From an optimization exercise on the open Yosys and OpenROAD flow, aimed at small area; shortcuts taken in it are not production practice.

== job 6949 ==
==> flow/design.v <==
module fsm_engine (
    input  wire        clk,
    input  wire        rst,
    input  wire [3:0]  sensor_in,
    output reg  [2:0]  action_out
);
    typedef enum logic [1:0] {
        IDLE  = 2'b00,
        WALK  = 2'b01,
        TURN  = 2'b10,
        STOP  = 2'b11
    } state_t;
    state_t state, next_state;
    always_ff @(posedge clk or posedge rst) begin
        if (rst)
            state <= IDLE;
        else
            state <= next_state;
    end
    always_comb begin
        case (state)
            IDLE:  next_state = sensor_in[0] ? WALK : IDLE;
            WALK:  next_state = sensor_in[1] ? TURN : WALK;
            TURN:  next_state = sensor_in[2] ? STOP : TURN;
            STOP:  next_state = IDLE;
            default: next_state = IDLE;
        endcase
    end
    always_comb begin
        case (state)
            IDLE:  action_out = 3'b000;
            WALK:  action_out = 3'b001;
            TURN:  action_out = 3'b010;
            STOP:  action_out = 3'b100;
            default: action_out = 3'b000;
        endcase
    end
endmodule
module pid_controller (
    input  wire             clk,
    input  wire             rst,
    input  wire signed [15:0] ref_in,
    input  wire signed [15:0] y,
    output reg  signed [15:0] u_out
);
    reg [15:0] ne, ne1, ne2, jb;
    wire [15:0] ne_d = y - ref_in;
    wire [15:0] jb_d = jb + ne2;
    wire [15:0] s1, c1;
    assign s1[0] = jb[0];
    assign c1[0] = 1'b0;
    assign s1[1] = ne[0] ^ ne1[0] ^ jb[1];
    assign c1[1] = (ne[0] & ne1[0]) | (jb[1] & (ne[0] ^ ne1[0]));
    assign s1[2] = ne[1] ^ ne1[1] ^ jb[2];
    assign c1[2] = (ne[1] & ne1[1]) | (jb[2] & (ne[1] ^ ne1[1]));
    assign s1[3] = ne[2] ^ ne1[2] ^ jb[3];
    assign c1[3] = (ne[2] & ne1[2]) | (jb[3] & (ne[2] ^ ne1[2]));
    assign s1[4] = ne[3] ^ ne1[3] ^ jb[4];
    assign c1[4] = (ne[3] & ne1[3]) | (jb[4] & (ne[3] ^ ne1[3]));
    assign s1[5] = ne[4] ^ ne1[4] ^ jb[5];
    assign c1[5] = (ne[4] & ne1[4]) | (jb[5] & (ne[4] ^ ne1[4]));
    assign s1[6] = ne[5] ^ ne1[5] ^ jb[6];
    assign c1[6] = (ne[5] & ne1[5]) | (jb[6] & (ne[5] ^ ne1[5]));
    assign s1[7] = ne[6] ^ ne1[6] ^ jb[7];
    assign c1[7] = (ne[6] & ne1[6]) | (jb[7] & (ne[6] ^ ne1[6]));
    assign s1[8] = ne[7] ^ ne1[7] ^ jb[8];
    assign c1[8] = (ne[7] & ne1[7]) | (jb[8] & (ne[7] ^ ne1[7]));
    assign s1[9] = ne[8] ^ ne1[8] ^ jb[9];
    assign c1[9] = (ne[8] & ne1[8]) | (jb[9] & (ne[8] ^ ne1[8]));
    assign s1[10] = ne[9] ^ ne1[9] ^ jb[10];
    assign c1[10] = (ne[9] & ne1[9]) | (jb[10] & (ne[9] ^ ne1[9]));
    assign s1[11] = ne[10] ^ ne1[10] ^ jb[11];
    assign c1[11] = (ne[10] & ne1[10]) | (jb[11] & (ne[10] ^ ne1[10]));
    assign s1[12] = ne[11] ^ ne1[11] ^ jb[12];
    assign c1[12] = (ne[11] & ne1[11]) | (jb[12] & (ne[11] ^ ne1[11]));
    assign s1[13] = ne[12] ^ ne1[12] ^ jb[13];
    assign c1[13] = (ne[12] & ne1[12]) | (jb[13] & (ne[12] ^ ne1[12]));
    assign s1[14] = ne[13] ^ ne1[13] ^ jb[14];
    assign c1[14] = (ne[13] & ne1[13]) | (jb[14] & (ne[13] ^ ne1[13]));
    assign s1[15] = ne[14] ^ ne1[14] ^ jb[15];
    assign c1[15] = (ne[14] & ne1[14]) | (jb[15] & (ne[14] ^ ne1[14]));
    wire [15:0] u_s;
    assign u_s = {s1[15], s1[14], s1[13], s1[12], s1[11], s1[10], s1[9], s1[8], s1[7], s1[6], s1[5], s1[4], s1[3], s1[2], s1[1], s1[0]} + {c1[14], c1[13], c1[12], c1[11], c1[10], c1[9], c1[8], c1[7], c1[6], c1[5], c1[4], c1[3], c1[2], c1[1], c1[0], 1'b0} + 1'b0;
    always @(posedge clk or posedge rst) begin
        if (rst) begin
            ne    <= 16'd0;
            ne1   <= 16'd0;
            ne2   <= 16'd0;
            jb    <= 16'hffff;
            u_out <= 16'sd0;
        end else begin
            ne    <= ne_d;
            ne1   <= ne;
            ne2   <= ne1;
            jb    <= jb_d;
            u_out <= ~u_s;
        end
    end
endmodule
module soc_top (
    input  wire        clk,
    input  wire        rst,
    input  wire [3:0]  sensor_in,
    input  wire [15:0] y_feedback,
    output wire [15:0] actuator_out
);
    wire [2:0] action_out;
    wire [15:0] ref_val;
    fsm_engine fsm_inst (
        .clk(clk),
        .rst(rst),
        .sensor_in(sensor_in),
        .action_out(action_out)
    );
    assign ref_val = (action_out == 3'b001) ? 16'd1000 :    
                 (action_out == 3'b010) ? -16'd500 :    
                 16'd0;                                 
    pid_controller pid_inst (
        .clk(clk),
        .rst(rst),
        .ref_in(ref_val),
        .y(y_feedback),
        .u_out(actuator_out)
    );
endmodule
clock: 3.0 ns
lec_check: 0
cap_margin: 20
core_margin: 2
core_utilization: 40
slew_margin: 20
run.sh (not shown) runs the stock make flow with config.mk's settings and CLKGATE_MAP_FILE= SYNTH_SCRIPT=/design/flow/synth_recipe.tcl, a recipe that flattens the netlist after the stock synthesis.
## Diff of input files: job 4781 against job 6949
==> flow/design.v <==
module fsm_engine (
    input  wire        clk,
    input  wire        rst,
    input  wire [3:0]  sensor_in,
    output reg  [2:0]  action_out
);
    typedef enum logic [1:0] {
        IDLE  = 2'b00,
        WALK  = 2'b01,
        TURN  = 2'b10,
        STOP  = 2'b11
    } state_t;
    state_t state, next_state;
    always_ff @(posedge clk or posedge rst) begin
        if (rst)
            state <= IDLE;
        else
            state <= next_state;
    end
    always_comb begin
        case (state)
            IDLE:  next_state = sensor_in[0] ? WALK : IDLE;
            WALK:  next_state = sensor_in[1] ? TURN : WALK;
            TURN:  next_state = sensor_in[2] ? STOP : TURN;
            STOP:  next_state = IDLE;
            default: next_state = IDLE;
        endcase
    end
    always_comb begin
        case (state)
            IDLE:  action_out = 3'b000;
            WALK:  action_out = 3'b001;
            TURN:  action_out = 3'b010;
            STOP:  action_out = 3'b100;
            default: action_out = 3'b000;
        endcase
    end
endmodule
module pid_controller (
    input  wire             clk,
    input  wire             rst,
    input  wire signed [15:0] ref_in,
    input  wire signed [15:0] y,
    output reg  signed [15:0] u_out
);
    reg [15:0] e, t3, t2, t1;
    always @(posedge clk or posedge rst) begin
        if (rst) begin
            e     <= 16'd0;
            t3    <= 16'd0;
            t2    <= 16'd0;
            t1    <= 16'd0;
            u_out <= 16'sd0;
        end else begin
            e     <= ref_in - y;
            t3    <= e;
            t2    <= t3 - {e[14:0], 1'b0};
            t1    <= t2;
            u_out <= u_out + t1 + {e[14:0], 1'b0};
        end
    end
endmodule
module soc_top (
    input  wire        clk,
    input  wire        rst,
    input  wire [3:0]  sensor_in,
    input  wire [15:0] y_feedback,
    output wire [15:0] actuator_out
);
    wire [2:0] action_out;
    wire [15:0] ref_val;
    fsm_engine fsm_inst (
        .clk(clk),
        .rst(rst),
        .sensor_in(sensor_in),
        .action_out(action_out)
    );
    assign ref_val = (action_out == 3'b001) ? 16'd1000 :    
                 (action_out == 3'b010) ? -16'd500 :    
                 16'd0;                                 
    pid_controller pid_inst (
        .clk(clk),
        .rst(rst),
        .ref_in(ref_val),
        .y(y_feedback),
        .u_out(actuator_out)
    );
endmodule
Results
- Diff job 6949 -> job 4781: maximum achievable frequency level; global-route met2 utilization now larger; clock skew -0.0031 ns; minimum period implied by the final worst setup slack rose 0.0075 ns.
- Higher sequential share of layout area goes to job 6949 over job 4781.
No run of this note included a check of the RTL's function; only the layout flow was run.

afterwards: timing with drivers on the ports:
The flow's constraints put no driver on any port. The routed layouts listed below were extracted and timed again, unchanged, in two steps.
Step 1, drivers: a clkbuf_16 drives clk and a buf_2 each remaining input, both assumed.
Step 2 adds t to the input delays and takes it off the output delays; t is the mean of the earliest and latest rising clock arrival at the registers after step 1. Input paths then give back, and output paths get back, about the clock's delay inside the block.
a / b / c = ideal / step 1 / step 2; a / b = the first two.
run	t, ns	setup slack, ns	hold WS [ns]	worst data-port slew with drivers (ns)
job 6949	0.384	0.152 / 0.152 / 0.152	0.354 / 0.354 / 0.354	0.03
job 4781	0.365	0.144 / 0.144 / 0.144	0.344 / 0.344 / 0.344	0.03
After both steps every run listed still meets setup and hold.
